From an optimization exercise on the open Yosys and OpenROAD flow, aimed at small area, a short achievable clock period and few clock cycles; shortcuts taken in it are not production practice. Function was checked by simulation only, so behaviour that the tests miss may differ from the original.

==> design/flow/design.v <==
module DW_div_pipe #(
    parameter a_width     = 31,
    parameter b_width     = 31,
    parameter tc_mode     = 1,
    parameter rem_mode    = 0,
    parameter num_stages  = 10,
    parameter stall_mode  = 1,
    parameter rst_mode    = 1,
    parameter op_iso_mode = 0
) (
    input                      clk,
    input                      rst_n,
    input                      en,
    input      [a_width-1:0]   a,
    input      [b_width-1:0]   b,
    output     [a_width-1:0]   quotient,
    output     [b_width-1:0]   remainder,
    output                     divide_by_0
);
localparam NS = num_stages - 1;           
localparam W  = a_width;
wire          a_neg = (tc_mode != 0) & a[a_width-1];
wire          b_neg = (tc_mode != 0) & b[b_width-1];
wire [W-1:0]       a_mag = a_neg ? (~a + 1'b1) : a;
wire [b_width-1:0] b_mag = b_neg ? (~b + 1'b1) : b;
reg [b_width:0]   r_q [0:NS-1];
reg [W-1:0]       d_q [0:NS-1];
reg [b_width-1:0] m_q [0:NS-1];
reg               n_q [0:NS-1];
genvar k;
generate
    for (k = 0; k < NS; k = k + 1) begin : g_stage
        localparam integer LO = (k * W) / NS;
        localparam integer HI = ((k + 1) * W) / NS;
        wire [b_width:0]   r_in = (k == 0) ? {(b_width+1){1'b0}} : r_q[(k == 0) ? 0 : k-1];
        wire [W-1:0]       d_in = (k == 0) ? a_mag : d_q[(k == 0) ? 0 : k-1];
        wire [b_width-1:0] m_in = (k == 0) ? b_mag : m_q[(k == 0) ? 0 : k-1];
        wire               n_in = (k == 0) ? (a_neg ^ b_neg) : n_q[(k == 0) ? 0 : k-1];
        reg  [b_width:0]   r_c;
        reg  [W-1:0]       d_c;
        integer j;
        always @(*) begin
            r_c = r_in;
            d_c = d_in;
            for (j = LO; j < HI; j = j + 1) begin
                r_c = {r_c[b_width-1:0], d_c[W-1]};
                d_c = {d_c[W-2:0], 1'b0};
                if (r_c >= {1'b0, m_in}) begin
                    r_c = r_c - {1'b0, m_in};
                    d_c[0] = 1'b1;
                end
            end
        end
        always @(posedge clk or negedge rst_n) begin
            if (!rst_n) begin
                r_q[k] <= 0;
                d_q[k] <= 0;
                m_q[k] <= 0;
                n_q[k] <= 1'b0;
            end else if (en) begin
                r_q[k] <= r_c;
                d_q[k] <= d_c;
                m_q[k] <= m_in;
                n_q[k] <= n_in;
            end
        end
    end
endgenerate
assign quotient    = n_q[NS-1] ? (~d_q[NS-1] + 1'b1) : d_q[NS-1];
assign remainder   = {b_width{1'b0}};
assign divide_by_0 = 1'b0;
endmodule
module TRIANGLE(
    clk,
    rst_n,
    in_valid,
    in_length,
    out_cos,
    out_valid,
    out_tri
);
input wire clk, rst_n, in_valid;
input wire [7:0] in_length;
output reg out_valid;
output reg [15:0] out_cos;
output reg [1:0] out_tri;
reg 	      [7:0]length[0:2];
reg		      [3:0]cnt_in;
reg			  [4:0]current_state,next_state;	
parameter IDLE = 4'b0000;
parameter COMPUTE  = 4'b0001;
parameter COMPUTE2 = 4'b0010;
parameter COMPUTE3 = 4'b0011;
parameter COMPUTE4 = 4'b0100;
parameter inst_a_width = 31;
parameter inst_b_width = 31;
parameter inst_tc_mode = 1;
parameter inst_rem_mode = 0;
parameter inst_num_stages = 10;
parameter inst_stall_mode = 1;
parameter inst_rst_mode = 1;
parameter inst_op_iso_mode = 0;
integer i;
reg			  [4:0]active ;
wire  signed  [30:0]UP[0:2];
wire          [30:0]DOWN[0:2];
reg   signed  [30:0]a[0:2];
reg		      [30:0]b[0:2];
wire  signed  [30:0]ans[0:2];
wire	[30:0]ans1[0:2];
reg     [30:0]divide[0:2] ;
wire	c[0:2];
wire    en;
reg		[7:0]cnt_2, cnt_3;
wire	[2:0]sign[0:2];
reg 	[1:0]otri;
reg     [3:0]cnt_out,cnt_out2;
assign UP[0] =   length[1]*length[1] + length[2]*length[2] - length[0]*length[0];
assign UP[1] =   length[0]*length[0] + length[2]*length[2] - length[1]*length[1];
assign UP[2] =   length[0]*length[0] + length[1]*length[1] - length[2]*length[2]; 
assign DOWN[0] = 2*length[1]*length[2];
assign DOWN[1] = 2*length[0]*length[2];
assign DOWN[2] = 2*length[0]*length[1];
DW_div_pipe #(inst_a_width , inst_b_width, inst_tc_mode , inst_rem_mode , inst_num_stages , inst_stall_mode , inst_rst_mode , inst_op_iso_mode )
	D1(.clk(clk), .rst_n(rst_n), .en(1'b1), .a(a[0]), .b(b[0]), .quotient(ans[0]), .remainder(ans1[0]), .divide_by_0(c[0]));
DW_div_pipe #(inst_a_width , inst_b_width, inst_tc_mode , inst_rem_mode , inst_num_stages , inst_stall_mode , inst_rst_mode , inst_op_iso_mode )
	D2(.clk(clk), .rst_n(rst_n), .en(1'b1), .a(a[1]), .b(b[1]), .quotient(ans[1]), .remainder(ans1[1]), .divide_by_0(c[1]));
DW_div_pipe #(inst_a_width , inst_b_width, inst_tc_mode , inst_rem_mode , inst_num_stages , inst_stall_mode , inst_rst_mode , inst_op_iso_mode )
	D3(.clk(clk), .rst_n(rst_n), .en(1'b1), .a(a[2]), .b(b[2]), .quotient(ans[2]), .remainder(ans1[2]), .divide_by_0(c[2]));
assign sign[0] = (UP[0] < 0 ) ? 3'b100 : 3'b000;
assign sign[1] = (UP[1] < 0 ) ? 3'b100 : 3'b000;
assign sign[2] = (UP[2] < 0 ) ? 3'b100 : 3'b000;
always@(*)begin
	if(UP[0]==0 || UP[1]==0 || UP[2]==0)	otri = 2'b11 ;
	else if(sign[0] == 3'b100 || sign[1] == 3'b100 || sign[2] == 3'b100) otri = 2'b01 ;
	else otri = 2'b00 ;
end
always@(*)begin
	case(current_state)
	IDLE : begin
		a[0] = 0;
		a[1] = 0;
		a[2] = 0;
	end	
	COMPUTE : begin
		a[0] = UP[0] << 13;
		a[1] = UP[1] << 13;
		a[2] = UP[2] << 13;
	end
	default : begin
		a[0] = 0;
		a[1] = 0;
		a[2] = 0;
	end
	endcase
end 
always@(*)begin
	case(current_state)
	IDLE : begin
		b[0] = 2;
		b[1] = 2;
		b[2] = 2;
	end
	COMPUTE : begin
		b[0] = DOWN[0];
		b[1] = DOWN[1];
		b[2] = DOWN[2];
	end
	COMPUTE2: begin
		b[0] = 2;
		b[1] = 2;
		b[2] = 2;
	end
	default : begin
		b[0] = 2;
		b[1] = 2;
		b[2] = 2;
	end
	endcase
end
always@(posedge clk or negedge rst_n) begin
	if(!rst_n)begin
	   	divide[0] <= 0; 
		divide[1] <= 0;
		divide[2] <= 0;
	end
	else begin
	case(current_state)
	IDLE : begin
	   	divide[0] <= 0; 
		divide[1] <= 0;
		divide[2] <= 0;
	end
	COMPUTE2 : begin
		if(cnt_2 == 2 )begin
			divide[0] <= ans[0]; 
			divide[1] <= ans[1];
			divide[2] <= ans[2];
		end
	end
	default:; 
	endcase
	end
end
always@(posedge clk or negedge rst_n) begin
	if(!rst_n)   active <= 0;
	else begin
	case(current_state)
	IDLE : active <=0 ;
	COMPUTE : active <= active + 1;
	default:; 
	endcase
	end
end
always@(posedge clk or negedge rst_n) begin
	if(!rst_n)   cnt_2 <= 0;
	else begin
	case(current_state)
	IDLE : 	   cnt_2 <=0 ;
	COMPUTE2 : cnt_2 <= cnt_2 + 1;
	default:; 
	endcase
	end
end
always@(posedge clk or negedge rst_n) begin
	if(!rst_n)   cnt_3 <= 0;
	else begin
	case(current_state)
	IDLE : 	   cnt_3 <=0 ;
	COMPUTE3 : cnt_3 <= cnt_3 + 1;
	default:; 
	endcase
	end
end
always@(posedge clk or negedge rst_n)begin
	if(!rst_n)begin
		length[0] <= 0;
		length[1] <= 0;
		length[2] <= 0;
	end
	else begin
	if(in_valid ) length[cnt_in] <= in_length;
	else begin
		length[0] <= length[0];
		length[1] <= length[1];
		length[2] <= length[2];
	end
	end
end
always@(posedge clk or negedge rst_n)begin
	if(!rst_n)begin
		cnt_in <= 0;
	end
	else begin
	if(in_valid) cnt_in <= cnt_in + 1;
	else         cnt_in <= 0 ;	
	end
end
always@(posedge clk or negedge rst_n)begin
	if(!rst_n)  current_state <= IDLE;
	else 	    current_state <= next_state;
end	
always@(*)begin
	case(current_state)
	IDLE : begin
		if(cnt_in == 3 )	next_state = COMPUTE;
		else                next_state = IDLE;
	end
	COMPUTE : begin
		if(active == 9 ) next_state = COMPUTE2 ;
		else			 next_state = COMPUTE ; 
	end
	COMPUTE2 : begin
		if(cnt_2 == 3) next_state = COMPUTE3 ;
		else 			next_state = COMPUTE2 ;
	end
	COMPUTE3 : begin
		if(cnt_out2 == 2 )next_state = IDLE;
		else 	next_state = COMPUTE3 ;
	end
	default : next_state = current_state;
	endcase
end
always@(posedge clk or negedge rst_n) begin
	if(!rst_n)   cnt_out <= 0;
	else begin
	case(current_state)
	IDLE : cnt_out <=0 ;
	COMPUTE3 : cnt_out <= cnt_out + 1;
	default:; 
	endcase
	end
end
always@(posedge clk or negedge rst_n) begin
	if(!rst_n)   cnt_out2 <= 0;
	else begin
	case(current_state)
	IDLE : cnt_out2 <=0 ;
	COMPUTE3 : cnt_out2 <= cnt_out ;
	default:; 
	endcase
	end
end
always@(posedge clk or negedge rst_n)begin
	if(!rst_n)begin
		out_valid <= 0;
	end	
	else begin
		case(current_state)
		IDLE : out_valid <= 0;
		COMPUTE3 : begin
			if(cnt_out < 3 ) out_valid <= 1;
			else 			 out_valid <= 0;
		end
		default :out_valid <= 0;
		endcase
	end
end
always@(posedge clk or negedge rst_n)begin
	if(!rst_n)begin
		out_cos   <= 0;
	end	
	else begin
		case(current_state)
		IDLE : out_cos <= 0;
		COMPUTE3 : begin
			if( cnt_out2 < 2) out_cos <= divide[cnt_out];
			else out_cos <= 0;
		end
		default : out_cos <= 0;
		endcase
	end
end
always@(posedge clk or negedge rst_n)begin
	if(!rst_n)begin
		out_tri   <= 0;
	end	
	else begin
		case(current_state)
		IDLE : out_tri <= 0;
		COMPUTE3 : begin
			if(cnt_out == 0) out_tri <= otri;
			else			 out_tri <= 0;
		end
		default : out_tri <= 0;
		endcase
	end
end
endmodule
==> design/flow/run.sh <==
#!/bin/bash
# synth_recipe.tcl (not shown) runs the flow's synth.tcl, then flattens the netlist and writes it again
# the make line also repeats each setting of config.mk as NAME=value (left out here)
make -C /OpenROAD-flow-scripts/flow DESIGN_CONFIG=/design/flow/config.mk WORK_HOME=/design/flow/orfs CLKGATE_MAP_FILE= SYNTH_SCRIPT=/design/flow/synth_recipe.tcl finish
==> design/flow/config.mk <==
export PLATFORM = sky130hd
export DESIGN_NAME = TRIANGLE
export DESIGN_NICKNAME = TRIANGLE
export VERILOG_FILES = /design/flow/design.v
export SDC_FILE = /design/flow/constraint.sdc
export NUM_CORES = 4
export LEC_CHECK = 0
export CAP_MARGIN = 20
export CORE_MARGIN = 2
export CORE_UTILIZATION = 40
export PLACE_DENSITY = 0.6
export SLEW_MARGIN = 20
==> design/flow/constraint.sdc <==
create_clock -name core_clock -period 20.0 [get_ports {clk}]
set_input_delay 4.0000 -clock core_clock [delete_from_list [all_inputs] [get_ports {clk}]]
set_output_delay 4.0000 -clock core_clock [all_outputs]
set_load 0.01 [all_outputs]
==> summary.md <==
| Metric | Value |
|---|---|
| RSZ-0062 raised after global routing | `false` |
| Register area share after synthesis | `0.228` |
| Final period utilization | `0.770` |
| Max stage delay cell, worst path | `a211oi_1` |
| H-tree levels | `4` |
| Fmax | `65.0 MHz` |
| Dpl ws | `4710 ps` |
| Chip Width | `649 um` |
| Initial drt markers | `10300` |
| FILL cells | `41700` |
| Largest net degree at the start of global routing | `159` |
| Crit path buffers/inverters | `5` |
| Netlist cell types | `103` |
| Cell mode on critical path | `o21ai_0` |
| Critical Path AT | `16140 ps` |
| Share of layout cells above drive strength 1 | `0.0484` |
| Drt total wl | `452 mm` |
| Die area | `0.421 mm2` |
| Final Wtd Congestion | `0.921` |
| Clock Tree Buf Depth | `4` |
| Hold_ws | `293 ps` |
| CTS root buffer | `clkbuf_16` |
| Sum Neg Setup Slack | `0 ps` |
| Max stage delay on crit path | `560 ps` |
| Num rows | `236` |
| Core area | `0.413 mm2` |
| Starting density of the core | `0.402` |
| Max-slew headroom | `0.186` |
| Num Clock Sinks | `1514` |
| Syn-to-layout area delta | `7.61%` |
| Hold depth | `0` |
| Post-route ant nets | `0` |
| Final Skew | `83.0 ps` |
| Clock network latency to the later pin of the worst-skew pair | `910 ps` |
| Syn. warnings | `14` |
| Pre-Repair DR Iteration Count | `6` |
| R2R cell count | `58` |
| Hold Crit Class | `reg -> reg` |
| CTS tree | `yes` |
| Post-DP HPWL | `369 mm` |
| Worst setup margin | `4610 ps` |
| Gate Count Post-Synth | `21000` |
| Primary FF master, synth | `dfrtp_1` |
| DRC viols | `0` |
| Tmin final | `15390 ps` |
| CP max FO | `35` |
| Avg Inst Size Synth | `7.90 um2` |
| Vias in the first global route | `141000` |
| Post-CTS Repair Setup Buffers | `0` |
| WP depth | `58` |
| WS Path Type | `reg -> reg` |
| Post-synth EDFFs | `0` |
| CP delay by family, top | `compound AO/OA/AOI/OAI gates` |
| Area share of the largest cell type after synthesis | `0.228` |
| # port buffers | `29` |
| Reg clk slew, reported paths | `60 ps` |
| Final setup vio count | `0` |
| Final Net Count | `22900` |
| Via count | `148000` |
| Worst hold start | `D1.d_q[2][24]` |
| Reg2Reg Setup Slack | `4610 ps` |
| Worst Hold End | `D1.d_q[3][27]` |
| Crit path capture type | `flop` |
| Worst setup path startpoint | `D3.m_q[1][2]` |
| Chip height | `649 um` |
| Max-cap check violation count | `0` |
| DR WL/cell | `17.1 um` |
| Antenna violations before repair | `14` |
| I/O Pins | `30` |
| Final Hold Vio Count | `0` |
| Post-cts sizing count | `0` |
| Area leader, netlist | `dfrtp_1` |
| Largest cells by area after synthesis | `dfrtp_1 23%, ha_1 13%, xnor2_1 6.6%` |
| Total CTS buffers | `179` |
| GRT overflow | `0` |
| Slew Viols, Final | `0` |
| Outcome | `finished clean` |
| Mapped cell area | `0.166 mm2` |
| Total track usage | `0.207` |
| Cts hold-fix bufs | `0` |
| Critical Path Start Type | `flop` |
| Critical Path RT | `20750 ps` |
| First-pass GRT wire length | `735 mm` |
| Vias per inst | `5.59` |
| Async SR Flop Fraction | `1.00` |
| RR Endpoint | `D3.r_q[2][29]` |
| R2R Path Start | `D3.m_q[1][2]` |
| Synth Register Bits | `1514` |
| Worst slew pin tran | `1210 ps` |
-- worst max path at each step --
stage	slack [ps]	to
after floorplan	6640	D2.r_q[2][16]
after global placement	4820	D2.r_q[2][22]
after detailed placement	4710	D3.r_q[2][29]
after CTS	4660	D3.r_q[2][29]
after global routing	2760	D3.r_q[2][29]
final	4610	D3.r_q[2][29]
-- placed cells by master (no fill, tap or decap), types with 203 or more instances in the layout --
master and count:
or3_1 230, a21boi_0 228, o31ai_1 296, nand2_1 1999, nand4_1 356, nor2b_1 285
nor3_1 553, o21ai_0 1360, nand3_1 477, mux2_2 241, nand2b_1 315, xor2_1 604
inv_1 1585, ha_1 1693, o21a_1 255, a21o_1 558, fa_1 281, o21bai_1 203
a21oi_1 1576, xnor2_1 1258, dfrtp_1 1513, nor4_1 250, and2_1 283, nor2_1 1884
-- sequential cells by signal (all words and copies together) (netlist names), 2 cells and up --
register and flops:
D1.d_q 84, length 24, D2.r_q 245, D2.n_q 9
cnt_out 4, cnt_2 8, out_cos 16, current_state 2
D1.m_q 128, D3.m_q 128, cnt_out2 4, D3.n_q 9
D1.n_q 9, D2.m_q 128, D3.d_q 81, D2.d_q 85
active 5, divide 48, cnt_in 4, D1.r_q 245
D3.r_q 245, out_tri 2
-- metrics by stage --
stage	utilization	area, um2	std cells
after global routing	0.433	179000	26500
after floorplan	-	166000	21100
final	0.433	179000	26500
after detailed placement	0.418	173000	26200
after CTS	0.433	179000	26500
after global placement	0.418	173000	26200
-- logic make-up (layout without fill, tap and decap cells) --
family,count (synthesis),count (layout),synth area share
other,2,17,0.0000452
AO/OA/AOI/OAI,5705,5705,0.219
XOR/XNOR,1863,1863,0.0983
buffers and inverters,2151,2111,0.0488
adder cells (fa/ha/maj),1975,1975,0.161
multiplexers,325,325,0.0214
flip-flops,1514,1514,0.228
AND/OR/NAND/NOR,7512,7512,0.224
-- per-layer routing --
| metal | share of wire | GRT usage | vias to the layer above |
|---|---|---|---|
| li1 | - | - | 74900 |
| met4 | 0.028 | 0.0544 | 0 |
| met1 | 0.48 | 0.285 | 69600 |
| met3 | 0.037 | 0.0170 | 602 |
| met2 | 0.46 | 0.347 | 2904 |
| met5 | 0 | 0 | - |
-- area by class of cell --
type,instances,area [um2],area share
diodes,9,22.5,0.000126
clock buffers,236,4990,0.0279
clock inverters,91,1190,0.00667
inverters,1599,6000,0.0336
multi-input cells,17400,120000,0.673
flip-flops and latches,1514,37900,0.212
well taps,5474,6850,0.0383
repair buffers,185,1540,0.00860
-- Yosys cell counts, types with 61 or more instances --
library cell and instances:
nor4_1 253, or2_2 156, a211oi_1 171, a31oi_1 164
nand4b_1 61, nor3_1 557, clkbuf_1 486, o21ai_0 1361
o211ai_1 111, nand2_1 2000, mux2_2 241, nand3_1 477
a21boi_0 228, nand3b_1 74, and4_1 81, inv_1 1585
mux2i_1 84, ha_1 1694, dfrtp_1 1514, a21oi_1 1576
nand4_1 356, xor2_1 604, nor2_1 1887, fa_1 281
o31ai_1 296, or4_1 116, o21bai_1 203, and3_1 169
xnor2_1 1258, and2_1 283, or3_1 230, a21o_1 558
o31a_1 68, nand2b_1 316, o21a_1 255, nor2b_1 286
Testbench counts, summed over its fixed seeds: cycles 23,992.

what the ideal ports hide:
No port has a modelled driver above. Below, the same layout with a new extraction and two added sets of constraints.
Step 1: set_driving_cell puts a clkbuf_16 on clk and a buf_2 on each other input, an assumption about the parent block.
Step 2 also shifts input and output timing later by t, the mid clock arrival at the registers, as if the neighbouring blocks saw the same clock.
Slacks: ideal ports / drivers / drivers and shift; pairs: ideal ports / drivers.
t (ns): 0.986
setup WS [ns]: 4.605 / 4.605 / 4.605
latest minus earliest clock arrival (ns): 0.097 / 0.097
slew at the worst register clock pin (ns): 0.08 / 0.08
worst slew at a driven data input, ns: 0.17
After both steps setup and hold are still met in this run. The setup slack of this run moves by 0.000 ns with the drivers and by 0.000 ns with both steps.
